This is an optimization exercise on Yosys and OpenROAD, whose aim is small area, a short achievable clock period and few clock cycles, not a production implementation.
Only simulation tests tie the RTL to the original design; equivalence was not proved.
No activity file was given, so power comes from the tool's default toggle rates.

$ cat flow/run.sh
#!/bin/bash
# synth_recipe.tcl (not shown) runs the flow's synth.tcl, then flattens the netlist and writes it again
# the make line also repeats each setting of config.mk as NAME=value (left out here)
make -C /OpenROAD-flow-scripts/flow DESIGN_CONFIG=/design/flow/config.mk WORK_HOME=/design/flow/orfs CLKGATE_MAP_FILE= SYNTH_SCRIPT=/design/flow/synth_recipe.tcl finish
$ cat flow/config.mk
export PLATFORM = sky130hd
export DESIGN_NAME = fsm
export DESIGN_NICKNAME = fsm
export VERILOG_FILES = /design/flow/design.v
export SDC_FILE = /design/flow/constraint.sdc
export NUM_CORES = 4
export LEC_CHECK = 0
export ABC_AREA = 1
export CAP_MARGIN = 20
export CORE_MARGIN = 2
export CORE_UTILIZATION = 40
export SETUP_SLACK_MARGIN = 5
export SLEW_MARGIN = 20
$ cat flow/constraint.sdc
create_clock -name core_clock -period 10.0 [get_ports {clk}]
set_input_delay 2.0000 -clock core_clock [delete_from_list [all_inputs] [get_ports {clk}]]
set_output_delay 2.0000 -clock core_clock [all_outputs]
set_load 0.01 [all_outputs]
$ cat flow/design.v
`timescale 1ns / 1ps
module checkfr_fsm(
    input  [31:0] num_in,
    output        res,
    output        inf,
    output [24:0] inc
    );
    wire [7:0]  e = num_in[30:23];
    wire [22:0] m = num_in[22:0];
    wire [4:0]  u = e[4:0];
    wire        ge150 = e[7] & ((e[6:5] != 2'b00) | (u >= 5'd22));
    wire [22:0] fmask;
    genvar i;
    generate
        for (i = 0; i < 23; i = i + 1) begin : g_mask
            if (i <= 21) begin : g_lo
                assign fmask[i] = ge150 | (u <= 5'd21 - i);
            end else begin : g_hi
                assign fmask[i] = ge150;
            end
        end
        for (i = 0; i < 25; i = i + 1) begin : g_inc
            assign inc[i] = (u == 5'd23 - i);
        end
    endgenerate
    assign res = num_in[31] | !e[7] | ((m & fmask) != 23'd0);
    assign inf = !(e[7:5] == 3'b100 && u <= 5'd23);
endmodule
`timescale 1ns / 1ps
module sum_align(
    input  [22:0] am, bm,
    input  [23:0] q,
    input         e_gt, e_eq,
    input  [4:0]  sa,
    output        a_gt,
    output [22:0] mx_m,
    output [23:0] sh
    );
    wire        m_gt = am > bm;
    assign a_gt = e_gt | (e_eq & m_gt);
    wire [23:0] mn  = e_gt ? q : {1'b1, am};
    wire [23:0] shd = mn >> sa;
    assign sh   = e_eq ? {1'b1, (m_gt ? bm : am)} : shd;
    assign mx_m = a_gt ? am : bm;
endmodule
module sum_fsm(
    input  [24:0] a,
    input  [23:0] b,
    input         sub,
    output [25:0] s
    );
    assign s = {1'b0, a} + ({2'b00, b} ^ {26{sub}}) + {25'd0, sub};
endmodule
`timescale 1ns / 1ps
module del_fsm(
    input  [24:0] r,
    input  [23:0] d,
    input  [25:0] t2,         
    output [24:0] r_nx,
    output [1:0]  q
    );
    wire [26:0] r2 = {1'b0, r, 1'b0};
    wire [26:0] t1 = r2 - {3'b000, d};
    wire [26:0] a  = {3'b000, d};
    wire [26:0] b  = {2'b00, d, 1'b0};
    wire [26:0] c  = ~r2;
    wire [26:0] cs = a ^ b ^ c;
    wire [26:0] cc = {((a & b) | (a & c) | (b & c)), 1'b0};
    wire [26:0] t3 = ~(cs + cc);
    wire        n1 = t1[26];
    wire        n2 = t2[25];
    wire        n3 = t3[26];
    assign q = !n3 ? 2'd3 : !n2 ? 2'd2 : !n1 ? 2'd1 : 2'd0;
    wire [23:0] sel = !n3 ? t3[23:0] : !n2 ? {t2[22:0], 1'b0} : !n1 ? t1[23:0] : r2[23:0];
    assign r_nx = {sel, 1'b0};
endmodule
`timescale 1ns / 1ps
module pow2_fsm(
    input  [23:0] m,
    input  [23:0] s, c,
    input         pc,
    input  [7:0]  sx,
    output [23:0] s_nx, c_nx,
    output [7:0]  ls, lc
    );
    function [63:0] csa;    
        input [31:0] a, b, d;
        begin
            csa = {a ^ b ^ d, ((a & b) | (a & d) | (b & d)) << 1};
        end
    endfunction
    wire [31:0] p0 = sx[0] ? {8'd0, m}       : 32'd0;
    wire [31:0] p1 = sx[1] ? {7'd0, m, 1'b0} : 32'd0;
    wire [31:0] p2 = sx[2] ? {6'd0, m, 2'd0} : 32'd0;
    wire [31:0] p3 = sx[3] ? {5'd0, m, 3'd0} : 32'd0;
    wire [31:0] p4 = sx[4] ? {4'd0, m, 4'd0} : 32'd0;
    wire [31:0] p5 = sx[5] ? {3'd0, m, 5'd0} : 32'd0;
    wire [31:0] p6 = sx[6] ? {2'd0, m, 6'd0} : 32'd0;
    wire [31:0] p7 = sx[7] ? {1'd0, m, 7'd0} : 32'd0;
    wire [31:0] p7c = p7 | {31'd0, pc};
    wire [63:0] a1 = csa({8'd0, s}, {8'd0, c}, p0);
    wire [63:0] b1 = csa(p1, p2, p3);
    wire [63:0] c1 = csa(p4, p5, p6);
    wire [63:0] a2 = csa(a1[63:32], a1[31:0], b1[63:32]);
    wire [63:0] b2 = csa(b1[31:0], c1[63:32], c1[31:0]);
    wire [63:0] a3 = csa(a2[63:32], a2[31:0], b2[63:32]);
    wire [63:0] a4 = csa(a3[63:32], a3[31:0], b2[31:0]);
    wire [63:0] a5 = csa(a4[63:32], a4[31:0], p7c);
    assign s_nx = a5[63:40];
    assign c_nx = a5[31:8];
    assign ls   = a5[39:32];
    assign lc   = a5[7:0];
endmodule
`timescale 1ns / 1ps
module fsm(
    input [15:0] dataIn,
    input R_I,
    input reset,
    input clk,
    output reg r_o,
    output reg [1:0] err,
    output [31:0] dataOut,
    output ready
    );
    localparam [3:0] W1 = 4'd0, W2 = 4'd1, W3 = 4'd2, W4 = 4'd3, MD = 4'd4,
                     S1 = 4'd5, S2 = 4'd6, NORM = 4'd7, ERRN = 4'd8, XL = 4'd9;
    reg [3:0]  state;
    reg        rdy;
    reg [31:0] reg_x;       
    reg [31:0] reg_n;
    reg [24:0] cnt;         
    reg        last;        
    reg [4:0]  it;
    reg [3:0]  oh;          
    reg        go_s1;       
    reg [3:0]  stopm2;
    reg [23:0] acs, acc_c;  
    reg [7:0]  a_ls, a_lc;  
    reg        q0r;         
    reg [7:0]  sqe;         
    reg [7:0]  sx_r;        
    reg        sqd;         
    reg [4:0]  sa;          
    reg [24:0] rem;         
    reg [23:0] quo;
    reg        asub;        
    reg        bmd;         
    reg [31:0] xb;          
    reg [1:0]  pf;          
    reg [7:0]  mx_e;        
    reg [7:0]  ad;          
    reg        e_gt, e_eq;  
    reg        ovr;         
    reg        amb;         
    reg        ovf;         
    reg        mx_s;
    reg        sub;
    wire take = rdy & R_I;
    wire        fr_err, fr_inf;
    wire [24:0] fr_inc;
    checkfr_fsm FR(.num_in({reg_n[31:16], dataIn}), .res(fr_err), .inf(), .inc());
    checkfr_fsm FC(.num_in(reg_n), .res(), .inf(fr_inf), .inc(fr_inc));
    wire [24:0] tgt = {1'b1, reg_n[22:0], 1'b0};
    wire [23:0] xm = {1'b1, reg_x[22:0]};
    wire [7:0]  sx = sx_r;
    wire [23:0] acs_nx, acc_c_nx;
    wire [7:0]  ls_nx, lc_nx;
    wire [8:0]  alo  = {1'b0, a_ls} + {1'b0, a_lc};
    wire        l23  = alo[7];                          
    pow2_fsm PW(.m(xm), .s(acs & {24{!oh[0]}}), .c(acc_c & {24{!oh[0]}}), .pc(alo[8] & !oh[0]), .sx(sx),
                .s_nx(acs_nx), .c_nx(acc_c_nx), .ls(ls_nx), .lc(lc_nx));
    wire [23:0] sqsum = acs + acc_c + {23'd0, alo[8]};   
    wire [25:0] as_s;
    sum_fsm SD(.a(bmd ? rem : {1'b0, acc_c}), .b({reg_x[23] | bmd, reg_x[22:0]}), .sub(asub), .s(as_s));
    wire [24:0] rem_nx;
    wire [1:0]  qb;
    del_fsm DL(.r(rem), .d(xm), .t2(as_s), .r_nx(rem_nx), .q(qb));
    wire [7:0]  xe   = reg_x[30:23];
    wire        f24  = xm >= 24'hB504F4;           
    wire [7:0]  sq_e = {xe[6:0], 1'b0} + 8'd129 + {7'd0, f24};
    wire        amb_c = (xe == 8'd127 && !f24) || (xe == 8'd126 && f24);
    wire        ovr_c = (xe >= 8'd192) || (xe == 8'd191 && f24) || (xe <= 8'd62) ||
                        (xe == 8'd63 && !f24) || (xe == 8'd127 && f24);
    wire [8:0]  dsq  = {1'b0, sqe} - {1'b0, mx_e};
    wire [8:0]  dqt  = {1'b0, mx_e} - {1'b0, sqe};
    wire [22:0] sq_m = acs[22:0];
    wire [30:0] sq   = {sqe, sq_m};
    wire [22:0] sqf_m = sqsum[23] ? sqsum[22:0] : {sqsum[21:0], l23};
    wire        over = xe[7] ? (reg_x[30:0] > sq) : (reg_x[30:0] < sq);
    wire [22:0] qt_m = q0r ? quo[22:0] : {quo[21:0], 1'b0};
    wire        al_agt;
    wire [22:0] al_m;
    wire [23:0] al_sh;
    sum_align SA(.am(sq_m), .bm(qt_m), .q(quo), .e_gt(e_gt), .e_eq(e_eq), .sa(sa),
                 .a_gt(al_agt), .mx_m(al_m), .sh(al_sh));
    wire [4:0]  need  = 5'd24 - ad[4:0] + {4'd0, !q0r};
    wire [3:0]  kdiv  = need[4:1] + {3'd0, need[0]};
    wire [3:0]  kmin  = 4'd5;
    wire        part  = e_gt && !e_eq && (ad < 8'd24);
    wire [3:0]  stop  = !part ? 4'd12 : (kdiv > kmin) ? kdiv : kmin;
    wire [4:0]  sa_q  = ad[4:0] + {stop, 1'b0} - 5'd24 - {4'd0, !q0r};
    wire [24:0] mant = as_s[24:0];
    wire [7:0]  e_up = mx_e + 8'd1;
    task automatic next_elem;
        begin
            quo <= 24'd0;
            rem <= {1'b0, 1'b1, reg_n[22:0]};
            it <= 5'd0;
            oh <= 4'b0001;
            go_s1 <= 1'b0;
            asub <= 1'b1;
            bmd <= 1'b1;
        end
    endtask
    reg [3:0] state_d;
    reg       rdy_d, r_o_d;
    wire       busy = (state == MD) || (state == S1) || (state == S2) || (state == NORM);
    wire       xbz  = (xb == 32'd0);
    reg [1:0]  pf_d;
    task automatic job_end;
        begin
            if (pf_d != 2'd0) begin
                state_d = XL;
                rdy_d = (pf == 2'd2) ? !xbz : (pf_d == 2'd1);
            end else begin
                state_d = W1;
                rdy_d = 1'b1;
            end
        end
    endtask
    always @(*) begin
        state_d = state;
        rdy_d = rdy;
        pf_d = pf;
        if (busy && take) begin
            pf_d = pf + 2'd1;
            if (pf == 2'd1) rdy_d = 1'b0;
        end
            r_o_d = 1'b0;
            case (state)
                W1: if (take) begin
                    state_d = W2;
                end
                W2: if (take) begin
                    if ({reg_x[31:16], dataIn} == 32'd0) begin
                        r_o_d = 1'b1;
                        state_d = W1;
                    end else
                        state_d = W3;
                end
                W3: if (take) begin
                    state_d = W4;
                end
                W4: if (take) begin
                    rdy_d = !fr_err;
                    r_o_d = !fr_err;
                    state_d = fr_err ? ERRN : MD;
                end
                ERRN: begin
                    r_o_d = 1'b1;
                    rdy_d = 1'b1;
                    state_d = W1;
                end
                MD: begin
                    if (oh[0] && ovr_c) begin
                        r_o_d = 1'b1;
                        job_end;
                    end else if (oh[3] && !amb && e_gt && (ad >= 8'd24)) begin
                        r_o_d = 1'b1;
                        if (last) begin
                            job_end;
                        end else begin
                            state_d = MD;
                        end
                    end else if (go_s1) begin
                        state_d = S1;
                    end
                end
                S1: begin
                    if (amb && ovf) begin
                        r_o_d = 1'b1;
                        job_end;
                    end else begin
                        state_d = S2;
                    end
                end
                S2: begin
                    if (mant[24] || mant[23]) begin
                        r_o_d = 1'b1;
                        if (last) begin
                            job_end;
                        end else begin
                            state_d = MD;
                        end
                    end else begin
                        state_d = NORM;
                    end
                end
                NORM: begin
                    if (reg_x[22] || it == 5'd22) begin
                        r_o_d = 1'b1;
                        if (last) begin
                            job_end;
                        end else begin
                            state_d = MD;
                        end
                    end
                end
                XL: begin
                    pf_d = 2'd0;
                    if (pf == 2'd2) begin
                        if (xbz) begin
                            r_o_d = 1'b1;
                            rdy_d = 1'b1;
                            state_d = W1;
                        end else begin
                            rdy_d = 1'b1;
                            state_d = take ? W4 : W3;
                        end
                    end else begin
                        rdy_d = 1'b1;
                        if (take) begin
                            if ({xb[31:16], dataIn} == 32'd0) begin
                                r_o_d = 1'b1;
                                state_d = W1;
                            end else
                                state_d = W3;
                        end else
                            state_d = W2;
                    end
                end
                default: begin
                    state_d = W1;
                    rdy_d = 1'b1;
                end
            endcase
    end
    always @(posedge clk) begin
        if (reset) begin
            state <= W1;
            rdy <= 1'b1;
            r_o <= 1'b0;
            pf <= 2'd0;
        end else begin
            state <= state_d;
            rdy <= rdy_d;
            r_o <= r_o_d;
            pf <= pf_d;
        end
    end
    always @(posedge clk) begin
            if (busy && take) begin
                if (pf == 2'd0) xb[31:16] <= dataIn;
                else xb[15:0] <= dataIn;
            end
            case (state)
                W1: begin
                    reg_x[31:16] <= dataIn;
                end
                W2: begin
                    reg_x[15:0] <= dataIn;
                    sx_r <= dataIn[7:0];
                    err <= 2'b11;
                end
                W3: begin
                    reg_n[31:16] <= dataIn;
                end
                W4: begin
                    reg_n[15:0] <= dataIn;
                    err <= 2'b00;
                    cnt <= fr_inc;
                    last <= 1'b0;
                    quo <= 24'd0;
                    rem <= {1'b0, 1'b1, reg_n[22:16], dataIn};
                    it <= 5'd0;
                    oh <= 4'b0001;
            go_s1 <= 1'b0;
                    asub <= 1'b1;
                    bmd <= 1'b1;
                end
                ERRN: begin
                    err <= 2'b10;
                    reg_x <= 32'd0;
                end
                XL: begin
                    reg_x[31:16] <= xb[31:16];
                    reg_x[15:0] <= (pf == 2'd2) ? xb[15:0] : dataIn;
                    sx_r <= (pf == 2'd2) ? xb[7:0] : dataIn[7:0];
                    reg_n[31:16] <= dataIn;
                    err <= 2'b11;
                end
                MD: begin
                    if (oh[0] | oh[1] | oh[2]) begin
                        acs <= acs_nx;
                        acc_c <= acc_c_nx;
                        a_ls <= ls_nx;
                        a_lc <= lc_nx;
                    end
                    rem <= rem_nx;
                    quo <= {quo[21:0], qb};
                    sx_r <= oh[0] ? xm[15:8] : xm[23:16];
                    oh <= {oh[2:0], 1'b0};
                    go_s1 <= oh[3] ? (stop == 4'd5) : (!(oh[0] | oh[1] | oh[2]) && it[3:0] == stopm2);
                    it <= it + 5'd1;
                    ovf <= over;
                    begin
                        if (oh[0]) begin
                            cnt  <= cnt + fr_inc;
                            amb  <= amb_c;
                            sqe  <= sq_e;
                            ovr  <= ovr_c;
                            mx_e <= reg_n[30:23] - xe + 8'd126;
                            sub  <= reg_n[31] ^ reg_x[31];
                        end
                        if (oh[1]) begin
                            q0r  <= quo[1];
                            mx_e <= mx_e + {7'd0, quo[1]};
                            last <= !fr_inf && (cnt == tgt);
                        end
                        if (oh[2]) begin
                            e_gt <= dqt[8];
                            e_eq <= (dsq == 9'd0);
                            ad   <= dsq[8] ? dqt[7:0] : dsq[7:0];
                            mx_e <= dsq[8] ? mx_e : sqe;
                        end
                        if (oh[3]) begin
                            acs[22:0] <= sqf_m;
                            sqd    <= e_gt & (ad >= 8'd24);
                            stopm2 <= stop - 4'd2;
                            sa     <= part ? sa_q : (ad >= 8'd24) ? 5'd24 : ad[4:0];
                        end
                    end
                    if (oh[0] && ovr_c) begin
                        err <= 2'b01;
                        reg_x <= 32'd0;
                    end else if (oh[3] && !amb && e_gt && (ad >= 8'd24)) begin
                        reg_x <= {1'b0, sqe, sqf_m};
                        sx_r <= sqf_m[7:0];
                        next_elem;
                    end else if (go_s1) begin
                    end
                end
                S1: begin
                    if (amb && ovf) begin
                        err <= 2'b01;
                        reg_x <= 32'd0;
                    end else begin
                        acc_c <= {1'b1, al_m};
                        reg_x[23:0] <= al_sh;
                        mx_s <= al_agt ? 1'b0 : sub;
                        asub <= sub;
                        bmd <= 1'b0;
                    end
                end
                S2: begin
                    reg_x <= {mx_s, (mant[24] ? e_up : mx_e), (mant[24] ? mant[23:1] : mant[22:0])};
                    sx_r <= mant[24] ? mant[8:1] : mant[7:0];
                    next_elem;
                    if (mant[24] || mant[23]) begin
                    end else begin
                    end
                end
                NORM: begin
                    reg_x[30:0] <= {reg_x[30:23] - 8'd1, reg_x[21:0], 1'b0};
                    sx_r <= {reg_x[6:0], 1'b0};
                    it <= it + 5'd1;
                    if (reg_x[22] || it == 5'd22) begin
                        it <= 5'd0;
                    end
                end
                default: begin
                end
            endcase
    end
    assign dataOut = reg_x;
    assign ready = rdy;
endmodule
==> qor.yml, run 1 <==
ant_nets: 0
hold_class: "reg -> reg"
use_met1_pct: 39.8
synth_area_leaders: "edfxtp_1, nand2_1, fa_1"
cts-htree-levels: 2
yosysWarningCount: 2
cp.depth: 15
fmax_mhz: 207
cp_common_cell: "nand2_1"
synth_area_per_cell_um2: 7.21
finalCriticalPeriod_ns: 4.84
syn_area_um2: 36300
whs_path_depth: 2
wl_per_cell_um: 23.4
nets: 5510
yosysSeqAreaShare_pct: 24.5
viasPerCell: 5.65
core.rowCount: 110
drv_slew: 0
dieArea_um2: 93100
crit_path_max_incr_delay_ns: 0.98
area_growth_pct: 8.05
vias: 35113
arrival_ns: 5.20
io_buffers: 54
dpl.hpwl_um: 114000
cts.sinks: 299
tns_ns: 0
setup.worst_path.end_class: "register"
worst_ep_required_time_ns: 10.36
crit_fanout: 31
yosys.cell_types.count: 68
ctsRootBufferMaster: "clkbuf_16"
crit_type: "reg -> reg"
start_util_pct: 40.3
clockBufferDepth: 3
drt_iter0_drc: 4022
drive_above_1_share_pct: 5.22
cts_tree: "done"
synth-edff-count: 291
slew_headroom_pct: 16.4
rsz0062_at_grt: "no"
antenna_found_initial: 7
post_cts_resize_count: 0
syn_nets: 5538
layout_common_cells: "nand2_1, inv_1, nor2_1, nand3_1, edfxtp_1"
postCtsSetupBuffers: 0
grt_usage_pct: 30.8
coreArea_um2: 89900
yosys_most_used_dff: "edfxtp_1"
synth_top_area_cell: "edfxtp_1"
design_area_um2: 39200
path_delay_family: "simple AND/OR/NAND/NOR gates"
outcome: "timing/DRC/antenna clean"
pin_count: 55
cpMaxStageDelayCell: "edfxtp_1"
finalCritPeriodShare_pct: 48.4
drc: 0
fin_worst_skew_ns: 0.0188
ys_ff_latch: 299
place_congestion: 0.982
drtPass1Iterations: 7
top_usage_layer: "met2"
finalHoldViolCount: 0
holdBufCountCts: 0
cp_cell_sequence: "inv_1 > ha_1 > nand2_1 > nor2_2 > inv_2 > nor4_2 > nand2_1 > nand3b_2 > inv_2 > nand2_1 > nand2_1 > nand2_1 > nand3_1 > nand3_1 > nand2_1"
setup_viol: 0
p_leak_uw: 0.0190
wl_um: 146000
synth_top_area_share_pct: 24.1
tightest_slew_ns: 1.25
met3_usage_pct: 4.99
synth-async-reset-ratio_pct: 0
maxCapViolations: 0
clk_pin_slew_ns: 0.06
fp.dieW_um: 305
synthCells: 5032
layout_commonest_cell: "nand2_1"
path_buf_inv: 3
cts_buffers: 41
place_area_um2: 37800
worstSetupStartpointType: "register"
utilization_pct: 43.6
r2r_cells: 15
worstSkewPairLatency_ns: 0.60
power_density_nw_per_um2: 124
grt_pass1_wl_um: 216000
die_y_um: 305
grt_start_max_net_pins: 53
grt-ovfl-total: 0
grt_pass1_vias: 33541
grt_util_met2_pct: 50.1
ir_drop_v: 0.000115
final cells by class:
| type | count | area [um^2] |
|---|---|---|
| fillers | 9361 | 50700 |
| multi-input cells | 3670 | 23100 |
| flip-flops and latches | 299 | 8900 |
| inverters | 884 | 3340 |
| well taps | 1176 | 1470 |
| clock buffers | 52 | 1110 |
| repair buffers | 108 | 973 |
| clock inverters | 24 | 244 |
| diodes | 6 | 15.0 |
through the flow:
stage / hold WS (ns) / power, uW / setup slack, ns / instances
after detailed placement: 0.522 / 3350 / 5.32 / 6133
after global routing: 0.571 / 5160 / 5.08 / 6213
final: 0.533 / 4870 / 5.16 / 6219
after global placement: 0.536 / 3340 / 5.28 / 6132
after CTS: 0.537 / 4870 / 5.32 / 6209
after floorplan: 0.472 / 2750 / 5.83 / 5032
metal layers:
layer / vias up / part of all wire [%]
met5: - / 0
met4: 0 / 5.7
met3: 396 / 8.5
met2: 1685 / 46
met1: 16864 / 40
li1: 16168 / -
logic make-up after synthesis:
family | after synthesis | synth area share [%]
compound gates | 770 | 11.9
buf+inv | 1063 | 11.7
fa+ha+maj | 487 | 21.3
mux | 3 | 0.0828
xor+xnor | 144 | 3.48
simple gates | 2266 | 27.0
flops | 299 | 24.5
cells in the mapped netlist (16+ instances only):
master / instances
buf_2: 32
fa_1: 215
nor3_1: 59
or2_2: 25
buf_6: 16
edfxtp_1: 291
o211ai_1: 60
xor2_1: 107
nand3_1: 321
ha_1: 272
o21ai_0: 289
a21oi_1: 254
a31oi_1: 22
nand4_1: 70
nor2_4: 21
inv_1: 856
xnor2_1: 37
o21ai_1: 37
clkbuf_1: 108
nor2_1: 354
nand2_1: 1319
nand2_2: 19
inv_2: 20
o21bai_1: 18
path summary, 6_finish.rpt:
path | start | to | slack [ns]
setup reg to reg | reg_x[17]$_DFFE_PN_ | rem[16]$_DFFE_PP_ | 5.16
hold reg to reg | sub$_DFFE_PP_ | asub$_SDFFCE_PN1P_ | 0.53
setup / recovery | reg_x[17]$_DFFE_PN_ | rem[16]$_DFFE_PP_ | 5.16
hold / removal | sub$_DFFE_PP_ | asub$_SDFFCE_PN1P_ | 0.53
worst register-to-register path, delay by kind of cell, from the launching register on:
family	cells	cell delay, ns
flops	1	0.98
fa+ha+maj	1	0.57
simple gates	11	2.15
buf+inv	3	0.92
power by group:
group          internal [uW]  switching (uW)  total (uW)
Clock                    871             660        1530
Combinational            667            1150        1820
Sequential              1450            66.4        1520
flip-flops by register name (all words and copies together), names as in the netlist, 2 cells and up:
register,count
oh,4
pf,2
acs,23
ad,8
mx_e,8
quo,24
a_ls,7
it,5
rem,25
err,2
state,4
reg_x,32
reg_n,32
sa,5
xb,32
cnt,25
sx_r,8
a_lc,4
acc_c,24
stopm2,4
sqe,8
Testbench counts, summed over its fixed seeds: cycles 9,115.
==> run 2, diff against run 1 <==
--- a/flow/design.v
+++ b/flow/design.v
@@ -137,8 +137,6 @@
     reg [23:0] acs, acc_c;  
     reg [7:0]  a_ls, a_lc;  
     reg        q0r;         
-    reg [7:0]  sqe;         
-    reg [7:0]  sx_r;        
     reg        sqd;         
     reg [4:0]  sa;          
     reg [24:0] rem;         
@@ -162,7 +160,7 @@
     checkfr_fsm FC(.num_in(reg_n), .res(), .inf(fr_inf), .inc(fr_inc));
     wire [24:0] tgt = {1'b1, reg_n[22:0], 1'b0};
     wire [23:0] xm = {1'b1, reg_x[22:0]};
-    wire [7:0]  sx = sx_r;
+    wire [7:0]  sx = ({8{oh[0]}} & xm[7:0]) | ({8{oh[1]}} & xm[15:8]) | ({8{oh[2]}} & xm[23:16]);
     wire [23:0] acs_nx, acc_c_nx;
     wire [7:0]  ls_nx, lc_nx;
     wire [8:0]  alo  = {1'b0, a_ls} + {1'b0, a_lc};
@@ -171,13 +169,14 @@
                 .s_nx(acs_nx), .c_nx(acc_c_nx), .ls(ls_nx), .lc(lc_nx));
     wire [23:0] sqsum = acs + acc_c + {23'd0, alo[8]};   
     wire [25:0] as_s;
-    sum_fsm SD(.a(bmd ? rem : {1'b0, acc_c}), .b({reg_x[23] | bmd, reg_x[22:0]}), .sub(asub), .s(as_s));
+    sum_fsm SD(.a(rem), .b({reg_x[23] | bmd, reg_x[22:0]}), .sub(asub), .s(as_s));
     wire [24:0] rem_nx;
     wire [1:0]  qb;
     del_fsm DL(.r(rem), .d(xm), .t2(as_s), .r_nx(rem_nx), .q(qb));
     wire [7:0]  xe   = reg_x[30:23];
     wire        f24  = xm >= 24'hB504F4;           
     wire [7:0]  sq_e = {xe[6:0], 1'b0} + 8'd129 + {7'd0, f24};
+    wire [7:0]  sqe  = sq_e;
     wire        amb_c = (xe == 8'd127 && !f24) || (xe == 8'd126 && f24);
     wire        ovr_c = (xe >= 8'd192) || (xe == 8'd191 && f24) || (xe <= 8'd62) ||
                         (xe == 8'd63 && !f24) || (xe == 8'd127 && f24);
@@ -359,7 +358,6 @@
                 end
                 W2: begin
                     reg_x[15:0] <= dataIn;
-                    sx_r <= dataIn[7:0];
                     err <= 2'b11;
                 end
                 W3: begin
@@ -385,7 +383,6 @@
                 XL: begin
                     reg_x[31:16] <= xb[31:16];
                     reg_x[15:0] <= (pf == 2'd2) ? xb[15:0] : dataIn;
-                    sx_r <= (pf == 2'd2) ? xb[7:0] : dataIn[7:0];
                     reg_n[31:16] <= dataIn;
                     err <= 2'b11;
                 end
@@ -398,7 +395,6 @@
                     end
                     rem <= rem_nx;
                     quo <= {quo[21:0], qb};
-                    sx_r <= oh[0] ? xm[15:8] : xm[23:16];
                     oh <= {oh[2:0], 1'b0};
                     go_s1 <= oh[3] ? (stop == 4'd5) : (!(oh[0] | oh[1] | oh[2]) && it[3:0] == stopm2);
                     it <= it + 5'd1;
@@ -407,7 +403,6 @@
                         if (oh[0]) begin
                             cnt  <= cnt + fr_inc;
                             amb  <= amb_c;
-                            sqe  <= sq_e;
                             ovr  <= ovr_c;
                             mx_e <= reg_n[30:23] - xe + 8'd126;
                             sub  <= reg_n[31] ^ reg_x[31];
@@ -435,7 +430,6 @@
                         reg_x <= 32'd0;
                     end else if (oh[3] && !amb && e_gt && (ad >= 8'd24)) begin
                         reg_x <= {1'b0, sqe, sqf_m};
-                        sx_r <= sqf_m[7:0];
                         next_elem;
                     end else if (go_s1) begin
                     end
@@ -445,7 +439,7 @@
                         err <= 2'b01;
                         reg_x <= 32'd0;
                     end else begin
-                        acc_c <= {1'b1, al_m};
+                        rem <= {2'b01, al_m};
                         reg_x[23:0] <= al_sh;
                         mx_s <= al_agt ? 1'b0 : sub;
                         asub <= sub;
@@ -454,7 +448,6 @@
                 end
                 S2: begin
                     reg_x <= {mx_s, (mant[24] ? e_up : mx_e), (mant[24] ? mant[23:1] : mant[22:0])};
-                    sx_r <= mant[24] ? mant[8:1] : mant[7:0];
                     next_elem;
                     if (mant[24] || mant[23]) begin
                     end else begin
@@ -462,7 +455,6 @@
                 end
                 NORM: begin
                     reg_x[30:0] <= {reg_x[30:23] - 8'd1, reg_x[21:0], 1'b0};
-                    sx_r <= {reg_x[6:0], 1'b0};
                     it <= it + 5'd1;
                     if (reg_x[22] || it == 5'd22) begin
                         it <= 5'd0;
==> qor.yml, run 2 <==
outcome: "timing/DRC/antenna clean"
cts-htree-levels: 2  # unchanged
synth_top_area_cell: "edfxtp_1"
fin_worst_skew_ns: 0.0496  # +0.0308 ns
cts_buffers: 42  # +2.4%
finalCriticalPeriod_ns: 4.76  # -0.0776 ns
synth_common_cells: "nand2_1, inv_1, nor2_1, nand3_1, o21ai_0"
synth_area_leaders: "edfxtp_1, nand2_1, fa_1"
area_growth_pct: 9.28
antenna_found_initial: 2  # -5
clk_pin_slew_ns: 0.06  # about the same
place_area_um2: 36600  # -3.1%
synth-async-reset-ratio_pct: 0  # unchanged
core.rowCount: 108  # -1.8%
synth_area_per_cell_um2: 7.16  # -0.58%
reg.largest.list: "reg_n: 32 flops, reg_x: 32 flops, xb: 32 flops"
setup_viol: 0  # unchanged
worst_ep_required_time_ns: 10.31  # -0.05 ns
drt_iter0_drc: 4562  # +13%
worstSetupStartpointType: "register"
syn_nets: 5390  # -2.7%
hold_class: "reg -> reg"
total_power_uw: 5140  # +5.6%
design_area_um2: 38200  # -2.4%
crit_type: "reg -> reg"
fmax_mhz: 210  # +1.6%
coreArea_um2: 86800  # -3.5%
yosys_most_used_dff: "edfxtp_1"
ant_nets: 0  # unchanged
arrival_ns: 5.07  # -0.13 ns
maxCapViolations: 0  # unchanged
power_density_nw_per_um2: 134  # +8.2%
vias: 34380  # -2.1%
crit_path_start: "reg_x[5]$_DFFE_PP_"
syn_area_um2: 35000  # -3.5%
yosysSeqAreaShare_pct: 24.1  # -0.48 points
holdWs_ns: 0.525  # -0.00814 ns
instances_no_fill: 6075  # -2.3%
worstHoldStart: "state[2]$_SDFFE_PP0P_"
cts_tree: "done"
fp.dieW_um: 300  # -1.7%
dieArea_um2: 89900  # -3.5%
cp_cell_sequence: "buf_4 > nand2_1 > o221ai_2 > buf_4 > nand2_1 > inv_1 > fa_1 > fa_1 > inv_1 > fa_1 > inv_1 > fa_1 > fa_1 > nor2_1 > a31oi_1"
synth_most_common_cell: "nand2_1"
grt_pass1_wl_um: 207000  # -4.0%
drc: 0  # unchanged
finalHoldViolCount: 0  # unchanged
tightest_slew_ns: 1.09  # -0.159 ns
clockBufferDepth: 3  # unchanged
synth_top_area_share_pct: 23.6  # -0.50 points
cpMaxStageDelayCell: "edfxtp_1"
ys_ff_latch: 283  # -5.4%
setup.worst_path.end_class: "register"
ctsRootBufferMaster: "clkbuf_16"
wl_um: 141000  # -3.3%
viasPerCell: 5.66  # +0.23%
grt_usage_pct: 30.8  # about the same
wl_per_cell_um: 23.2  # -0.99%
drive_above_1_share_pct: 5.12  # -0.097 points
synthCells: 4884  # -2.9%
cts.sinks: 283  # -5.4%
yosys.cell_types.count: 69  # +1.5%
nets: 5393  # -2.1%
layout_commonest_cell: "nand2_1"
grt-ovfl-total: 0  # unchanged
drv_slew: 0  # unchanged
grt_pass1_vias: 32217  # -3.9%
slew_headroom_pct: 26.8  # +10 points
ir_drop_v: 0.000132  # +15%
worstSkewPairLatency_ns: 0.63  # +0.03 ns
rsz0062_at_grt: "no"
tns_ns: 0  # unchanged
drtPass1Iterations: 8  # +1
io_buffers: 54  # unchanged
dpl.hpwl_um: 109000  # -4.0%
start_util_pct: 40.3  # about the same
crit_fanout: 24  # -23%
synth-edff-count: 275  # -5.5%
yosysWarningCount: 2  # unchanged
r2r_start: "reg_x[5]$_DFFE_PP_"
die_y_um: 300  # -1.7%
layout_common_cells: "nand2_1, inv_1, nor2_1, nand3_1, o21ai_0"
dp.cells: 5967  # -2.7%
p_leak_uw: 0.0185  # -2.5%
finalCritPeriodShare_pct: 47.6  # -0.78 points
crit_path_max_incr_delay_ns: 0.62  # -0.36 ns
holdBufCountCts: 0  # unchanged
place_congestion: 1.07  # +9.3%
grt_start_max_net_pins: 53  # unchanged
pin_count: 55  # unchanged
cp_common_cell: "fa_1"
## run 2: changes by cell type after synthesis, sizes merged, moves of 17 or more
cell and change:
inv -75, nand2 -52, nand3b +17, o211ai -38, o21ai -33, xnor2 +22
## run 2: final timing paths
| check | slack (ns) | to | depth (start not counted) |
|---|---|---|---|
| min | 0.53 | state[2]$_SDFFE_PP0P_ | 2 |
| max | 5.24 | acs[13]$_DFFE_PP_ | 15 |
| max reg2reg | 5.24 | acs[13]$_DFFE_PP_ | 15 |
| min reg2reg | 0.53 | state[2]$_SDFFE_PP0P_ | 2 |
## run 2: repair_timing
| item | CTS | global route |
|---|---|---|
| resized for setup | 4 | 10 |
| setup buffers | 15 | 16 |
| setup endpoints to repair | 52 | 60 |
## run 2: metrics by stage
stage	utilization (%)	setup WS [ns]
after floorplan	-	5.29
after global placement	42.2	4.61
after detailed placement	42.2	4.49
after CTS	43.9	5.02
after global routing	44.1	5.01
final	44.1	5.24
## run 2: power breakdown
part           switching, uW  internal [uW]
sequential              40.0           1400
clock                    635            855
combinational           1380            829
## run 2: layer usage
layer / global-route usage (%) / part of all wire, % / vias up
li1: - / - / 15859
met1: 43.7 / 42 / 16184
met2: 44.6 / 41 / 1994
met3: 6.42 / 11 / 341
met4: 14.6 / 5.5 / 2
met5: 0 / 0.0085 / -
## run 2: logic make-up after synthesis
kind of cell,share of synthesized area (%)
DFF,24.1
adders and majority gates,22.0
xor gates and xnor gates,3.75
AOI/OAI and AO/OA,12.5
muxes,0.0858
buffers and inverters,11.1
and+or+nand+nor,26.5
## run 2: cell type report
class                           instances  area, um^2
Tap cell                             1155        1450
Fill cell                            9022       48500
Timing Repair Buffer                  136        1180
Sequential cell                       283        8420
Clock buffer                           48        1070
Clock inverter                         27         278
Multi-Input combinational cell       3614       22800
Inverter                              810        3070
Antenna cell                            2        5.00
## run 2: worst max-delay path: cells and delay by family, from the launching register on
kind,cells,cell delay [ns]
AO/OA/AOI/OAI,2,0.14
adder cells (fa/ha/maj),5,2.43
buffers and inverters,5,0.91
flip-flops,1,0.62
AND/OR/NAND/NOR,3,0.34
Testbench counts of run 2, summed over its fixed seeds: cycles 9,115.
==> run 3, diff against run 2 <==
--- a/flow/config.mk
+++ b/flow/config.mk
@@ -9,5 +9,5 @@
 export CAP_MARGIN = 20
 export CORE_MARGIN = 2
 export CORE_UTILIZATION = 40
-export SETUP_SLACK_MARGIN = 5
+export SETUP_SLACK_MARGIN = 4.5
 export SLEW_MARGIN = 20
==> qor.yml, run 3 <==
layout_common_cells: "nand2_1, inv_1, nor2_1, nand3_1, o21ai_0"
nets: 5371  # -0.41%
synth_most_common_cell: "nand2_1"
ir_drop_v: 0.000132  # -0.13%
path_delay_family: "adder cells"
synthCells: 4884  # unchanged
ys_ff_latch: 283  # unchanged
vias: 34354  # -0.076%
wl_um: 141000  # about the same
hold_class: "reg -> reg"
cpMaxStageDelayCell: "edfxtp_1"
cp.depth: 12  # -3
finalCriticalPeriod_ns: 5.36  # +0.593 ns
p_switching_uw: 2060  # about the same
tightest_slew_ns: 1.21  # +0.115 ns
crit_fanout: 24  # unchanged
core.rowCount: 108  # unchanged
dieArea_um2: 89900  # unchanged
grt_start_max_net_pins: 53  # unchanged
yosysSeqAreaShare_pct: 24.1  # unchanged
seq_power_share_pct: 28.5  # +0.5 points
worstSkewPairLatency_ns: 0.63  # about the same
grt_usage_pct: 30.7  # -0.039 points
synth_top_area_share_pct: 23.6  # unchanged
fp.dieW_um: 300  # unchanged
p_int_uw: 3080  # -0.18%
path_buf_inv: 3  # -2
design_area_um2: 38000  # -0.56%
yosys.cell_types.count: 69  # unchanged
drive_above_1_share_pct: 4.58  # -0.55 points
drc: 0  # unchanged
yosysWarningCount: 2  # unchanged
fmax_mhz: 187  # -11%
finalCritPeriodShare_pct: 53.6  # +5.9 points
holdBufCountCts: 0  # unchanged
drt_iter0_drc: 4367  # -4.3%
worstSetupStartpointType: "register"
place_congestion: 1.07  # unchanged
setup.worst_path.end_class: "register"
start_util_pct: 40.3  # unchanged
cts_tree: "done"
cp_common_cell: "fa_1"
grt_pass1_vias: 32187  # -0.093%
layout_commonest_cell: "nand2_1"
total_power_uw: 5130  # -0.12%
slew_headroom_pct: 19.4  # -7.4 points
area_growth_pct: 8.67
rsz0062_at_grt: "no"
p_leak_uw: 0.0184  # -0.50%
synth_top_area_cell: "edfxtp_1"
crit_type: "reg -> reg"
r2r_cells: 12  # -3
outcome: "timing/DRC/antenna clean"
syn_nets: 5390  # unchanged
setup_viol: 0  # unchanged
dpl.hpwl_um: 109000  # unchanged
cts_buffers: 42  # unchanged
whs_path_depth: 2  # unchanged
reg.largest.list: "reg_n: 32 flops, reg_x: 32 flops, xb: 32 flops"
maxCapViolations: 0  # unchanged
fin_worst_skew_ns: 0.0484  # -0.00122 ns
utilization_pct: 43.8  # -0.25 points
synth_common_cells: "nand2_1, inv_1, nor2_1, nand3_1, o21ai_0"
cts-htree-levels: 2  # unchanged
ant_nets: 0  # unchanged
drv_slew: 0  # unchanged
tns_ns: 0  # unchanged
synth_area_leaders: "edfxtp_1, nand2_1, fa_1"
pin_count: 55  # unchanged
clk_pin_slew_ns: 0.06  # about the same
cts.sinks: 283  # unchanged
p_comb_share_pct: 42.5  # -0.5 points
arrival_ns: 5.66  # +0.59 ns
ctsRootBufferMaster: "clkbuf_16"
clockBufferDepth: 3  # unchanged
grt-ovfl-total: 0  # unchanged
power_density_nw_per_um2: 135  # +0.44%
grt_pass1_wl_um: 207000  # -0.11%
place_area_um2: 36600  # unchanged
worst_ep_required_time_ns: 10.31  # about the same
synth-edff-count: 275  # unchanged
viasPerCell: 5.68  # +0.30%
syn_area_um2: 35000  # unchanged
coreArea_um2: 86800  # unchanged
io_buffers: 54  # unchanged
crit_path_max_incr_delay_ns: 0.83  # +0.21 ns
p_sw_share_pct: 40.0  # about the same
finalHoldViolCount: 0  # unchanged
clkPwrFrac_pct: 29.0  # about the same
antenna_found_initial: 4  # +2
holdWs_ns: 0.525  # -0.000360 ns
drtPass1Iterations: 6  # -2
cp_cell_sequence: "inv_1 > o221ai_2 > buf_4 > nand2_1 > fa_1 > fa_1 > fa_1 > inv_1 > fa_1 > fa_1 > nor2_1 > a31oi_1"
yosys_most_used_dff: "edfxtp_1"
synth_area_per_cell_um2: 7.16  # unchanged
wl_per_cell_um: 23.3  # +0.32%
synth-async-reset-ratio_pct: 0  # unchanged
die_y_um: 300  # unchanged
==> run 3: cell counts after synthesis <==
Identical to the previous run, type by type.
==> run 3: cell type report <==
| type | instances | area, um^2 |
|---|---|---|
| Antenna cell | 1 | 2.50 |
| Clock buffer | 48 | 1070 |
| Clock inverter | 27 | 278 |
| Fill cell | 9034 | 48700 |
| Inverter | 810 | 3050 |
| Multi-Input combinational cell | 3614 | 22800 |
| Sequential cell | 283 | 8420 |
| Tap cell | 1155 | 1450 |
| Timing Repair Buffer | 114 | 991 |
==> run 3: cell families (layout without fill, tap and decap cells) <==
family                     Yosys count  after routing  share of synthesized area, %
adders and majority gates          487            487                          22.0
and+or+nand+nor                   2204           2204                          26.5
xor gates and xnor gates           150            150                          3.75
DFF                                283            283                          24.1
buffers and inverters              987            999                          11.1
AOI/OAI and AO/OA                  770            770                          12.5
other                                0              1                             0
muxes                                3              3                        0.0858
==> run 3: worst paths after layout <==
path	from	end	slack [ns]
setup / recovery	reg_x[17]$_DFFE_PP_	acs[13]$_DFFE_PP_	4.64
hold / removal	state[2]$_SDFFE_PP0P_	state[2]$_SDFFE_PP0P_	0.52
setup reg to reg	reg_x[17]$_DFFE_PP_	acs[13]$_DFFE_PP_	4.64
hold reg to reg	state[2]$_SDFFE_PP0P_	state[2]$_SDFFE_PP0P_	0.52
==> run 3: worst register-to-register path, stage by stage (launching register included) <==
cell      delay, ns
edfxtp_1       0.83
inv_1          0.55
o221ai_2       0.32
buf_4          0.39
nand2_1        0.16
fa_1           0.60
fa_1           0.44
fa_1           0.54
inv_1          0.05
fa_1           0.52
fa_1           0.48
nor2_1         0.14
a31oi_1        0.07
==> run 3: repair_timing <==
action                                  4_1_cts  5_1_grt
gates resized for setup                       1        0
endpoints found under the setup margin        4        8
setup buffers                                 0        9
==> run 3: power by group through the flow <==
| stage | sequential [uW] | combinational (uW) | clock (uW) |
|---|---|---|---|
| detailed placement | 1490 | 2130 | 0 |
| global placement | 1490 | 2100 | 0 |
| finish | 1460 | 2180 | 1490 |
| CTS | 1470 | 2160 | 1500 |
| floorplan | 1450 | 1520 | 0 |
| global route | 1460 | 2500 | 1550 |
==> run 3: routing by layer <==
| layer | track usage [%] | share of wire, % | vias to the layer above |
|---|---|---|---|
| met2 | 44.3 | 41 | 1970 |
| met4 | 14.9 | 5.8 | 6 |
| li1 | - | - | 15801 |
| met1 | 43.6 | 42 | 16222 |
| met3 | 6.53 | 11 | 355 |
| met5 | 0 | 0.025 | - |
==> run 3: through the flow <==
step,setup slack [ns],cells
detailed placement,4.49,5967
floorplan,5.29,4884
global placement,4.61,5967
global route,4.51,6051
CTS,4.70,6042
finish,4.64,6052
==> run 4, diff against run 3 <==
==> flow/flow/run.sh (new file) <==
#!/bin/bash
# Standard ORFS layout, with timing repair aimed below the design's period.
set -euo pipefail
MARGIN=$(cat flow/margin.txt)
sed "s/^make -C/make SETUP_SLACK_MARGIN=$MARGIN -C/" standard.sh > standard_margin.sh
bash standard_margin.sh > make.log 2>&1
==> flow/flow/margin.txt (new file) <==
5.5
==> flow/standard.sh (new file) <==
#!/bin/bash
# synth_recipe.tcl (not shown) runs the flow's synth.tcl, then flattens the netlist and writes it again
# the make line also repeats each setting of config.mk as NAME=value (left out here)
make -C /OpenROAD-flow-scripts/flow DESIGN_CONFIG=/design/flow/config.mk WORK_HOME=/design/flow/orfs CLKGATE_MAP_FILE= SYNTH_SCRIPT=/design/flow/synth_recipe.tcl "${@:-finish}"
--- a/flow/config.mk
+++ b/flow/config.mk
@@ -9,5 +9,4 @@
 export CAP_MARGIN = 20
 export CORE_MARGIN = 2
 export CORE_UTILIZATION = 40
-export SETUP_SLACK_MARGIN = 4.5
 export SLEW_MARGIN = 20
removed: flow/run.sh
==> qor.yml, run 4 <==
grt_start_max_net_pins: 59  # +11%
crit_type: "reg -> reg"
tns_ns: 0  # unchanged
finalCriticalPeriod_ns: 4.48  # -0.875 ns
slew_headroom_pct: 35.9  # +16 points
fp.dieW_um: 300  # unchanged
fin_worst_skew_ns: 0.0381  # -0.0103 ns
ir_drop_v: 0.000125  # -5.3%
area_growth_pct: 11.2
fmax_mhz: 223  # +20%
finalHoldViolCount: 0  # unchanged
power_density_nw_per_um2: 133  # -1.8%
setup.worst_path.end_class: "register"
yosys.cell_types.count: 69  # unchanged
synth-edff-count: 275  # unchanged
layout_common_cells: "nand2_1, inv_1, nor2_1, nand3_1, edfxtp_1"
synth_top_area_share_pct: 23.6  # unchanged
nets: 5428  # +1.1%
syn_nets: 5390  # unchanged
start_util_pct: 40.3  # unchanged
arrival_ns: 4.92  # -0.74 ns
drt_iter0_drc: 4452  # +1.9%
tightest_slew_ns: 0.961  # -0.248 ns
hold_class: "reg -> reg"
worstSkewPairLatency_ns: 0.61  # -0.02 ns
layout_commonest_cell: "nand2_1"
pin_count: 55  # unchanged
synth_area_leaders: "edfxtp_1, nand2_1, fa_1"
wl_per_cell_um: 23.1  # -0.84%
io_buffers: 54  # unchanged
yosysWarningCount: 2  # unchanged
num-fill-cells: 8914  # -1.3%
ctsRootBufferMaster: "clkbuf_16"
coreArea_um2: 86800  # unchanged
viasPerCell: 5.68  # about the same
place_congestion: 1.05  # -2.5%
dieArea_um2: 89900  # unchanged
holdWs_ns: 0.524  # -0.000507 ns
drc: 0  # unchanged
dpl.hpwl_um: 107000  # -2.2%
syn_area_um2: 35000  # unchanged
worstSetupStartpointType: "register"
rsz0062_at_grt: "yes"
maxCapViolations: 0  # unchanged
drive_above_1_share_pct: 6.06  # +1.5 points
clk_pin_slew_ns: 0.06  # about the same
clockBufferDepth: 3  # unchanged
cts_buffers: 40  # -4.8%
grt_pass1_vias: 32084  # -0.32%
finalCritPeriodShare_pct: 44.8  # -8.7 points
grt-ovfl-total: 0  # unchanged
crit_fanout: 25  # +4.2%
ant_nets: 0  # unchanged
instances_no_fill: 6110  # +0.96%
drtPass1Iterations: 6  # unchanged
synth-async-reset-ratio_pct: 0  # unchanged
synth_top_area_cell: "edfxtp_1"
cp_cell_sequence: "ha_1 > nand4_1 > o21ai_0 > a21o_1 > inv_1 > fa_1 > inv_1 > nand3_1 > nand2_1 > nand2_1 > nand2_2 > nand3_1 > nand2_1 > nand2_1 > nand4_1 > nand2_4 > o21ai_0 > nand3_1 > nand3_1"
dp.cells: 5965  # -0.034%
vias: 34690  # +0.98%
total_power_uw: 5160  # +0.46%
drv_slew: 0  # unchanged
cts-htree-levels: 2  # unchanged
path_buf_inv: 2  # -1
cts.sinks: 283  # unchanged
p_leak_uw: 0.0187  # +1.8%
reg.largest.list: "reg_n: 32 flops, reg_x: 32 flops, xb: 32 flops"
setup_viol: 0  # unchanged
cts_tree: "done"
grt_pass1_wl_um: 204000  # -1.0%
yosysSeqAreaShare_pct: 24.1  # unchanged
synthCells: 4884  # unchanged
grt_usage_pct: 30.4  # -0.36 points
ys_ff_latch: 283  # unchanged
cpMaxStageDelayCell: "o21ai_0"
design_area_um2: 38900  # +2.3%
core.rowCount: 108  # unchanged
synth_most_common_cell: "nand2_1"
place_area_um2: 36600  # about the same
holdBufCountCts: 0  # unchanged
worst_ep_required_time_ns: 10.44  # +0.13 ns
synth_area_per_cell_um2: 7.16  # unchanged
yosys_most_used_dff: "edfxtp_1"
crit_path_max_incr_delay_ns: 0.72  # -0.11 ns
synth_common_cells: "nand2_1, inv_1, nor2_1, nand3_1, o21ai_0"
wl_um: 141000  # +0.11%
path_delay_family: "simple AND/OR/NAND/NOR gates"
die_y_um: 300  # unchanged
outcome: "timing/DRC/antenna clean"
antenna_found_initial: 2  # -2
[run 4: what timing repair did]
item / in CTS / in global routing
pin swaps: 0 / 25
endpoints found under the setup margin: 162 / 58
gates resized for setup: 29 / 51
buffers inserted: 36 / 27
cloned: 0 / 7
[run 4: worst paths after layout]
kind | slack [ns] | depth (start not counted) | start | to
min | 0.52 | 2 | state[2]$_SDFFE_PP0P_ | state[2]$_SDFFE_PP0P_
max reg2reg | 5.52 | 19 | a_ls[6]$_DFFE_PP_ | reg_x[12]$_DFFE_PP_
min reg2reg | 0.52 | 2 | state[2]$_SDFFE_PP0P_ | state[2]$_SDFFE_PP0P_
max | 5.52 | 19 | a_ls[6]$_DFFE_PP_ | reg_x[12]$_DFFE_PP_
[run 4: kinds of logic (layout without fill, tap and decap cells)]
kind of cell / count (synthesis) / in the layout / synth area share, %
simple gates: 2204 / 2204 / 26.5
buf+inv: 987 / 1057 / 11.1
compound gates: 770 / 770 / 12.5
fa+ha+maj: 487 / 487 / 22.0
flops: 283 / 283 / 24.1
xor+xnor: 150 / 150 / 3.75
mux: 3 / 3 / 0.0858
other cells: 0 / 1 / 0
[run 4: routing by layer]
layer	vias up	share of wire, %	track usage (%)
met5	-	0	0
met4	0	5.8	14.9
met3	345	11	5.69
met2	2011	41	44.0
met1	16397	42	43.4
li1	15937	-	-
[run 4: layout make-up]
cell class	instances	area [um^2]	area share, %
antenna	1	2.50	0.00643
clock buffer	52	1050	2.69
clock inverter	22	284	0.730
inverter	810	3110	7.99
multi-input combinational	3614	22900	58.8
sequential	283	8420	21.6
tap	1155	1450	3.71
timing repair buffer	173	1730	4.45
[run 4: worst register-to-register path: cells and delay by family (launching register included)]
| family | cells | cell delay, ns |
|---|---|---|
| AND/OR/NAND/NOR | 12 | 1.80 |
| adder cells (fa/ha/maj) | 2 | 0.73 |
| AO/OA/AOI/OAI | 3 | 1.20 |
| buffers and inverters | 2 | 0.26 |
| flip-flops | 1 | 0.36 |
[run 4: stage by stage]
step | setup WS [ns] | utilization, %
4_1_cts | 5.49 | 44.1
3_5_place_dp | 4.45 | 42.2
6_report | 5.52 | 44.9
3_3_place_gp | 4.53 | 42.2
5_1_grt | 5.41 | 44.9
2_1_floorplan | 5.51 | -
[run 4: where the power goes]
group	total (uW)	switching [uW]	internal, uW
sequential	1440	40.6	1400
clock	1490	634	855
combinational	2230	1380	850
total	5160	2050	3100
==> run 5, diff against run 4 <==
==> flow/flow/margin.txt (replaced) <==
5.25
==> qor.yml, run 5 <==
outcome: "timing/DRC/antenna clean"
synth_most_common_cell: "nand2_1"
fmax_mhz: 218  # -2.1%
dpl.hpwl_um: 109000  # +2.2%
coreArea_um2: 86800  # unchanged
nets: 5398  # -0.55%
place_congestion: 1.07  # +2.6%
p_leak_uw: 0.0185  # -1.1%
wl_per_cell_um: 23.2  # +0.61%
synth_common_cells: "nand2_1, inv_1, nor2_1, nand3_1, o21ai_0"
syn_nets: 5390  # unchanged
synth_area_leaders: "edfxtp_1, nand2_1, fa_1"
pin_count: 55  # unchanged
grt_pass1_wl_um: 207000  # +1.3%
pre_cts_slack_ns: 4.49  # +0.0412 ns
syn_area_um2: 35000  # unchanged
die_y_um: 300  # unchanged
ys_ff_latch: 283  # unchanged
dieArea_um2: 89900  # unchanged
worstSkewPairLatency_ns: 0.62  # about the same
clockBufferDepth: 3  # unchanged
drv_slew: 0  # unchanged
core.rowCount: 108  # unchanged
cts_buffers: 42  # +5.0%
num-fill-cells: 9006  # +1.0%
synthCells: 4884  # unchanged
ir_drop_v: 0.000132  # +5.2%
reg2reg_slack_ns: 5.42  # -0.09 ns
grt_usage_pct: 30.8  # +0.44 points
r2r_cells: 12  # -7
fp.dieW_um: 300  # unchanged
crit_type: "reg -> reg"
utilization_pct: 44.2  # -0.68 points
antenna_cells: 0  # -1
power_density_nw_per_um2: 134  # +1.3%
worst_ep_required_time_ns: 10.32  # -0.12 ns
antenna_found_initial: 4  # +2
holdBufCountCts: 0  # unchanged
synth_area_per_cell_um2: 7.16  # unchanged
drt_iter0_drc: 4493  # +0.92%
tns_ns: 0  # unchanged
grt-ovfl-total: 0  # unchanged
ant_nets: 0  # unchanged
rsz0062_at_grt: "no"
holdPathEnd: "state[2]$_SDFFE_PP0P_"
design_area_um2: 38300  # -1.5%
io_buffers: 54  # unchanged
tightest_slew_ns: 1.06  # +0.103 ns
ctsRootBufferMaster: "clkbuf_16"
drtPass1Iterations: 6  # unchanged
worstHoldStart: "state[2]$_SDFFE_PP0P_"
r2r_end: "acs[7]$_DFFE_PP_"
vias: 34468  # -0.64%
area_growth_pct: 9.53
synth-async-reset-ratio_pct: 0  # unchanged
yosys_most_used_dff: "edfxtp_1"
finalHoldViolCount: 0  # unchanged
cts-htree-levels: 2  # unchanged
cts.sinks: 283  # unchanged
r2r_start: "reg_x[10]$_DFFE_PP_"
yosys.cell_types.count: 69  # unchanged
drc: 0  # unchanged
layout_common_cells: "nand2_1, inv_1, nor2_1, nand3_1, o21ai_0"
slew_headroom_pct: 28.8  # -7.0 points
fin_worst_skew_ns: 0.0428  # +0.00472 ns
maxCapViolations: 0  # unchanged
finalCritPeriodShare_pct: 45.8  # +0.95 points
yosysSeqAreaShare_pct: 24.1  # unchanged
layout_commonest_cell: "nand2_1"
crit_path_start: "reg_x[10]$_DFFE_PP_"
setup.worst_path.end_class: "register"
reg.largest.list: "reg_n: 32 flops, reg_x: 32 flops, xb: 32 flops"
viasPerCell: 5.67  # -0.12%
yosysWarningCount: 2  # unchanged
synth_top_area_cell: "edfxtp_1"
synth_top_area_share_pct: 23.6  # unchanged
finalCriticalPeriod_ns: 4.58  # +0.0949 ns
place_area_um2: 36600  # about the same
crit_fanout: 24  # -4.0%
worstSetupStartpointType: "register"
clk_pin_slew_ns: 0.06  # about the same
setup_viol: 0  # unchanged
grt_start_max_net_pins: 53  # -10%
cts_tree: "done"
hold_class: "reg -> reg"
multi_input_area_um2: 22800  # -0.41%
drive_above_1_share_pct: 5.30  # -0.75 points
seq_area_um2: 8420  # unchanged
setup_ws_ns: 5.42  # -0.0949 ns
synth-edff-count: 275  # unchanged
grt_pass1_vias: 32319  # +0.73%
start_util_pct: 40.3  # unchanged
wl_um: 141000  # about the same
arrival_ns: 4.90  # -0.02 ns
whs_path_depth: 2  # unchanged
==> run 5: cell families (layout without fill, tap and decap cells) <==
kind of cell | after synthesis | count (layout) | synth area share [%]
adder cells (fa/ha/maj) | 487 | 487 | 22.0
buffers and inverters | 987 | 1026 | 11.1
AND/OR/NAND/NOR | 2204 | 2204 | 26.5
multiplexers | 3 | 3 | 0.0858
AO/OA/AOI/OAI | 770 | 770 | 12.5
flip-flops | 283 | 283 | 24.1
XOR/XNOR | 150 | 150 | 3.75
==> run 5: worst max-delay path, cell delays in order, from the launching register on <==
cell and delay, ns:
edfxtp_1 0.40, inv_1 0.29, o221ai_2 0.26, buf_4 0.37, nand2_1 0.14, fa_1 0.55, fa_1 0.44, fa_1 0.56
inv_1 0.06, fa_1 0.54, fa_1 0.49, nor2_1 0.11, a31oi_1 0.06
==> run 5: area by class of cell <==
class | instances | area share [%]
well taps | 1155 | 3.77
clock buffers | 48 | 2.80
flip-flops and latches | 283 | 22.0
inverters | 810 | 8.04
repair buffers | 141 | 3.24
clock inverters | 27 | 0.725
multi-input cells | 3614 | 59.5
==> run 5: worst max-delay path by stage <==
stage,depth (start not counted),endpoint,slack (ns)
global route,14,acs[10]$_DFFE_PP_,5.25
detailed placement,12,acs[14]$_DFFE_PP_,4.49
floorplan,13,acs[10]$_DFFE_PP_,5.29
finish,12,acs[7]$_DFFE_PP_,5.42
CTS,14,rem[17]$_DFFE_PP_,5.26
global placement,12,acs[6]$_DFFE_PP_,4.61
==> run 5: layer usage <==
metal,share of wire (%),global-route usage (%),up-vias,wire length (um)
met1,42,43.5,16241,59600
met3,11,6.80,356,15700
met4,5.8,15.7,6,8230
met2,41,44.2,1999,57500
li1,-,-,15866,-
met5,0.028,0,-,40
==> run 5: per-stage QoR <==
| step | hold WS [ns] | total power (uW) | instances |
|---|---|---|---|
| floorplan | 0.472 | 2970 | 4884 |
| global placement | 0.514 | 3590 | 5967 |
| detailed placement | 0.519 | 3620 | 5967 |
| CTS | 0.528 | 5140 | 6066 |
| global route | 0.570 | 5530 | 6078 |
| finish | 0.526 | 5150 | 6078 |
==> run 5: where the power goes <==
part           switching, uW  internal, uW
sequential              40.3          1400
clock                    632           855
combinational           1380           835
total                   2060          3090
==> run 5: repair_timing <==
action / CTS / global route
pin swaps: 0 / 1
setup endpoints to repair: 75 / 65
endpoints found under the hold margin: 0 / 0
cloned: 0 / 0
resized for setup: 7 / 19
buffers inserted: 24 / 12
==> run 6, diff against run 5 <==
--- a/flow/design.v
+++ b/flow/design.v
@@ -78,10 +78,11 @@
 module pow2_fsm(
     input  [23:0] m,
     input  [23:0] s, c,
-    input         pc,
+    input         cin,
     input  [7:0]  sx,
     output [23:0] s_nx, c_nx,
-    output [7:0]  ls, lc
+    output        cout,
+    output        l7
     );
     function [63:0] csa;    
         input [31:0] a, b, d;
@@ -97,19 +98,20 @@
     wire [31:0] p5 = sx[5] ? {3'd0, m, 5'd0} : 32'd0;
     wire [31:0] p6 = sx[6] ? {2'd0, m, 6'd0} : 32'd0;
     wire [31:0] p7 = sx[7] ? {1'd0, m, 7'd0} : 32'd0;
-    wire [31:0] p7c = p7 | {31'd0, pc};
+    wire [31:0] p1c = p1 | {31'd0, cin};
     wire [63:0] a1 = csa({8'd0, s}, {8'd0, c}, p0);
-    wire [63:0] b1 = csa(p1, p2, p3);
+    wire [63:0] b1 = csa(p1c, p2, p3);
     wire [63:0] c1 = csa(p4, p5, p6);
     wire [63:0] a2 = csa(a1[63:32], a1[31:0], b1[63:32]);
     wire [63:0] b2 = csa(b1[31:0], c1[63:32], c1[31:0]);
     wire [63:0] a3 = csa(a2[63:32], a2[31:0], b2[63:32]);
     wire [63:0] a4 = csa(a3[63:32], a3[31:0], b2[31:0]);
-    wire [63:0] a5 = csa(a4[63:32], a4[31:0], p7c);
+    wire [63:0] a5 = csa(a4[63:32], a4[31:0], p7);
+    wire [8:0] lo = {1'b0, a5[39:32]} + {1'b0, a5[7:0]};
+    assign cout = lo[8];
+    assign l7   = lo[7];
     assign s_nx = a5[63:40];
     assign c_nx = a5[31:8];
-    assign ls   = a5[39:32];
-    assign lc   = a5[7:0];
 endmodule
 `timescale 1ns / 1ps
 module fsm(
@@ -135,7 +137,8 @@
     reg        go_s1;       
     reg [3:0]  stopm2;
     reg [23:0] acs, acc_c;  
-    reg [7:0]  a_ls, a_lc;  
+    reg        acin;        
+    reg        l23;         
     reg        q0r;         
     reg        sqd;         
     reg [4:0]  sa;          
@@ -162,12 +165,10 @@
     wire [23:0] xm = {1'b1, reg_x[22:0]};
     wire [7:0]  sx = ({8{oh[0]}} & xm[7:0]) | ({8{oh[1]}} & xm[15:8]) | ({8{oh[2]}} & xm[23:16]);
     wire [23:0] acs_nx, acc_c_nx;
-    wire [7:0]  ls_nx, lc_nx;
-    wire [8:0]  alo  = {1'b0, a_ls} + {1'b0, a_lc};
-    wire        l23  = alo[7];                          
-    pow2_fsm PW(.m(xm), .s(acs & {24{!oh[0]}}), .c(acc_c & {24{!oh[0]}}), .pc(alo[8] & !oh[0]), .sx(sx),
-                .s_nx(acs_nx), .c_nx(acc_c_nx), .ls(ls_nx), .lc(lc_nx));
-    wire [23:0] sqsum = acs + acc_c + {23'd0, alo[8]};   
+    wire        acin_nx, l7;
+    pow2_fsm PW(.m(xm), .s(acs & {24{!oh[0]}}), .c(acc_c & {24{!oh[0]}}), .cin(acin & !oh[0]), .sx(sx),
+                .s_nx(acs_nx), .c_nx(acc_c_nx), .cout(acin_nx), .l7(l7));
+    wire [23:0] sqsum = acs + acc_c + {23'd0, acin};     
     wire [25:0] as_s;
     sum_fsm SD(.a(rem), .b({reg_x[23] | bmd, reg_x[22:0]}), .sub(asub), .s(as_s));
     wire [24:0] rem_nx;
@@ -390,8 +391,7 @@
                     if (oh[0] | oh[1] | oh[2]) begin
                         acs <= acs_nx;
                         acc_c <= acc_c_nx;
-                        a_ls <= ls_nx;
-                        a_lc <= lc_nx;
+                        acin <= acin_nx;
                     end
                     rem <= rem_nx;
                     quo <= {quo[21:0], qb};
@@ -413,6 +413,7 @@
                             last <= !fr_inf && (cnt == tgt);
                         end
                         if (oh[2]) begin
+                            l23  <= l7;
                             e_gt <= dqt[8];
                             e_eq <= (dsq == 9'd0);
                             ad   <= dsq[8] ? dqt[7:0] : dsq[7:0];
==> qor.yml, run 6 <==
worstSetupStartpointType: "register"
ys_ff_latch: 274  # -3.2%
finalCriticalPeriod_ns: 4.66  # +0.0812 ns
ir_drop_v: 0.000117  # -11%
clk_pin_slew_ns: 0.06  # about the same
finalHoldViolCount: 0  # unchanged
tns_ns: 0  # unchanged
setup.worst_path.end_class: "register"
worst_ep_required_time_ns: 10.31  # about the same
slew_headroom_pct: 26.3  # -2.6 points
clockBufferDepth: 3  # unchanged
antenna_found_initial: 1  # -3
grt_pass1_vias: 31302  # -3.1%
synth_top_area_share_pct: 23.3  # -0.33 points
p_int_uw: 2890  # -6.5%
total_power_uw: 4850  # -5.8%
p_leak_uw: 0.0183  # -1.2%
cts-htree-levels: 2  # unchanged
ant_nets: 0  # unchanged
nets: 5357  # -0.76%
r2r_start: "reg_x[14]$_DFFE_PP_"
yosysSeqAreaShare_pct: 23.7  # -0.32 points
vias: 33773  # -2.0%
p_comb_share_pct: 43.9  # +0.8 points
layout_common_cells: "nand2_1, inv_1, nor2_1, nand3_1, ha_1"
wl_um: 136000  # -3.2%
syn_area_um2: 34300  # -1.9%
dp.cells: 5893  # -1.2%
p_switching_uw: 1960  # -4.7%
synth-edff-count: 266  # -3.3%
dieArea_um2: 88200  # -1.9%
crit_path_start: "reg_x[14]$_DFFE_PP_"
cts.sinks: 274  # -3.2%
multi_input_area_um2: 22600  # -0.74%
worstHoldStart: "state[2]$_SDFFE_PP0P_"
core.rowCount: 107  # -0.93%
grt_start_max_net_pins: 59  # +11%
wl_per_cell_um: 22.6  # -2.4%
yosys.cell_types.count: 65  # -5.8%
syn_nets: 5314  # -1.4%
viasPerCell: 5.60  # -1.2%
setup_ws_ns: 5.34  # -0.0812 ns
crit_fanout: 12  # -50%
synth-async-reset-ratio_pct: 0  # unchanged
synth_area_leaders: "edfxtp_1, nand2_1, fa_1"
num-fill-cells: 8791  # -2.4%
rsz0062_at_grt: "no"
drv_slew: 0  # unchanged
outcome: "timing/DRC/antenna clean"
instances_no_fill: 6027  # -0.84%
yosysWarningCount: 2  # unchanged
pin_count: 55  # unchanged
grt_usage_pct: 29.6  # -1.2 points
arrival_ns: 4.97  # +0.07 ns
synthCells: 4810  # -1.5%
fmax_mhz: 215  # -1.7%
drc: 0  # unchanged
start_util_pct: 40.3  # about the same
grt-ovfl-total: 0  # unchanged
synth_area_per_cell_um2: 7.14  # -0.38%
cts_buffers: 38  # -9.5%
maxCapViolations: 0  # unchanged
seq_area_um2: 8150  # -3.2%
synth_common_cells: "nand2_1, inv_1, nor2_1, nand3_1, ha_1"
io_buffers: 54  # unchanged
die_y_um: 297  # -0.94%
ctsRootBufferMaster: "clkbuf_16"
place_congestion: 1.02  # -4.7%
area_growth_pct: 11.1
yosys_most_used_dff: "edfxtp_1"
holdBufCountCts: 0  # unchanged
reg.largest.list: "reg_n: 32 flops, reg_x: 32 flops, xb: 32 flops"
tightest_slew_ns: 1.10  # +0.0412 ns
power_density_nw_per_um2: 127  # -5.3%
p_sw_share_pct: 40.4  # +0.44 points
fin_worst_skew_ns: 0.0380  # -0.00480 ns
drive_above_1_share_pct: 6.04  # +0.74 points
dpl.hpwl_um: 103000  # -5.5%
drtPass1Iterations: 6  # unchanged
hold_class: "reg -> reg"
worstSkewPairLatency_ns: 0.60  # -0.02 ns
setup_viol: 0  # unchanged
synth_most_common_cell: "nand2_1"
grt_pass1_wl_um: 199000  # -3.8%
crit_type: "reg -> reg"
synth_top_area_cell: "edfxtp_1"
antenna_cells: 0  # unchanged
cts_tree: "done"
coreArea_um2: 85100  # -1.9%
layout_commonest_cell: "nand2_1"
drt_iter0_drc: 4484  # -0.20%
fp.dieW_um: 297  # -0.94%
finalCritPeriodShare_pct: 46.6  # +0.81 points
seq_power_share_pct: 28.3  # +0.3 points
pre_cts_slack_ns: 4.15  # -0.337 ns
clkPwrFrac_pct: 27.8  # -1.1 points
-- run 6: changes by cell type after synthesis, moves of 14 or more --
cell | before | now
a21oi_1 | 273 | 229
o21ai_0 | 280 | 239
nand3_1 | 312 | 330
nor2_1 | 388 | 427
o22ai_1 | 25 | 11
inv_1 | 786 | 768
xnor2_1 | 59 | 38
-- run 6: through the flow --
stage          utilization [%]  area (um^2)  hold WS (ns)
6_report                  44.8        38100         0.543
5_1_grt                   44.8        38100         0.581
4_1_cts                   44.1        37500         0.540
3_5_place_dp              42.2        36000         0.513
3_3_place_gp              42.2        36000         0.505
2_1_floorplan                -        34400         0.491
-- run 6: worst paths after layout --
path	to	slack [ns]	cells after the start
worst max-delay path	acs[4]$_DFFE_PP_	5.34	16
worst max register to register	acs[4]$_DFFE_PP_	5.34	16
worst min-delay path	state[2]$_SDFFE_PP0P_	0.54	2
worst min register to register	state[2]$_SDFFE_PP0P_	0.54	2
-- run 6: kinds of logic (layout without fill, tap and decap cells) --
kind of cell | count (synthesis) | count (layout) | synth area share (%)
simple gates | 2280 | 2280 | 28.1
buf+inv | 952 | 1025 | 10.9
compound gates | 677 | 677 | 11.2
fa+ha+maj | 485 | 485 | 22.4
flops | 274 | 274 | 23.7
xor+xnor | 139 | 139 | 3.55
mux | 3 | 3 | 0.0875
-- run 6: routing by layer --
| layer | vias up | track usage (%) | part of all wire, % | wire length [um] |
|---|---|---|---|---|
| li1 | 15636 | - | - | - |
| met1 | 16021 | 42.4 | 42 | 57700 |
| met2 | 1843 | 44.1 | 42 | 57300 |
| met3 | 273 | 5.23 | 11 | 14700 |
| met4 | 0 | 12.1 | 5.1 | 6900 |
| met5 | - | 0 | 0 | 0 |
-- run 6: cell type report --
type                       count  area share [%]
sequential                   274            21.4
timing repair inverter         1          0.0131
inverter                     789            7.96
tap                         1144            3.75
multi-input combinational   3584            59.3
timing repair buffer         165            4.44
clock buffer                  42            2.53
clock inverter                28           0.636
-- run 6: power groups by stage --
stage               combinational (uW)  clock [uW]  sequential [uW]
floorplan                         1360           0             1390
global placement                  2000           0             1410
detailed placement                2000           0             1410
CTS                               2070        1360             1370
global route                      2400        1390             1370
finish                            2130        1350             1370
-- run 6: worst max-delay path, stage by stage (launching register included) --
cell        delay (ns)
edfxtp_1          0.36
buf_8             0.23
clkinvlp_4        0.23
o221ai_4          0.28
buf_4             0.20
clkbuf_16         0.17
nand2_1           0.05
inv_1             0.07
fa_1              0.45
fa_1              0.52
inv_1             0.05
fa_1              0.51
inv_1             0.07
fa_1              0.53
fa_1              0.50
nor2_1            0.11
a31oi_1           0.05
-- run 6: what timing repair did --
action | 4_1_cts | 5_1_grt
buffers inserted | 28 | 25
pin swaps | 1 | 10
hold endpoints to repair | 0 | 0
resized for setup | 29 | 48
cloned | 1 | 9
setup endpoints to repair | 85 | 82
Testbench counts of run 6, summed over its fixed seeds: cycles 9,115.
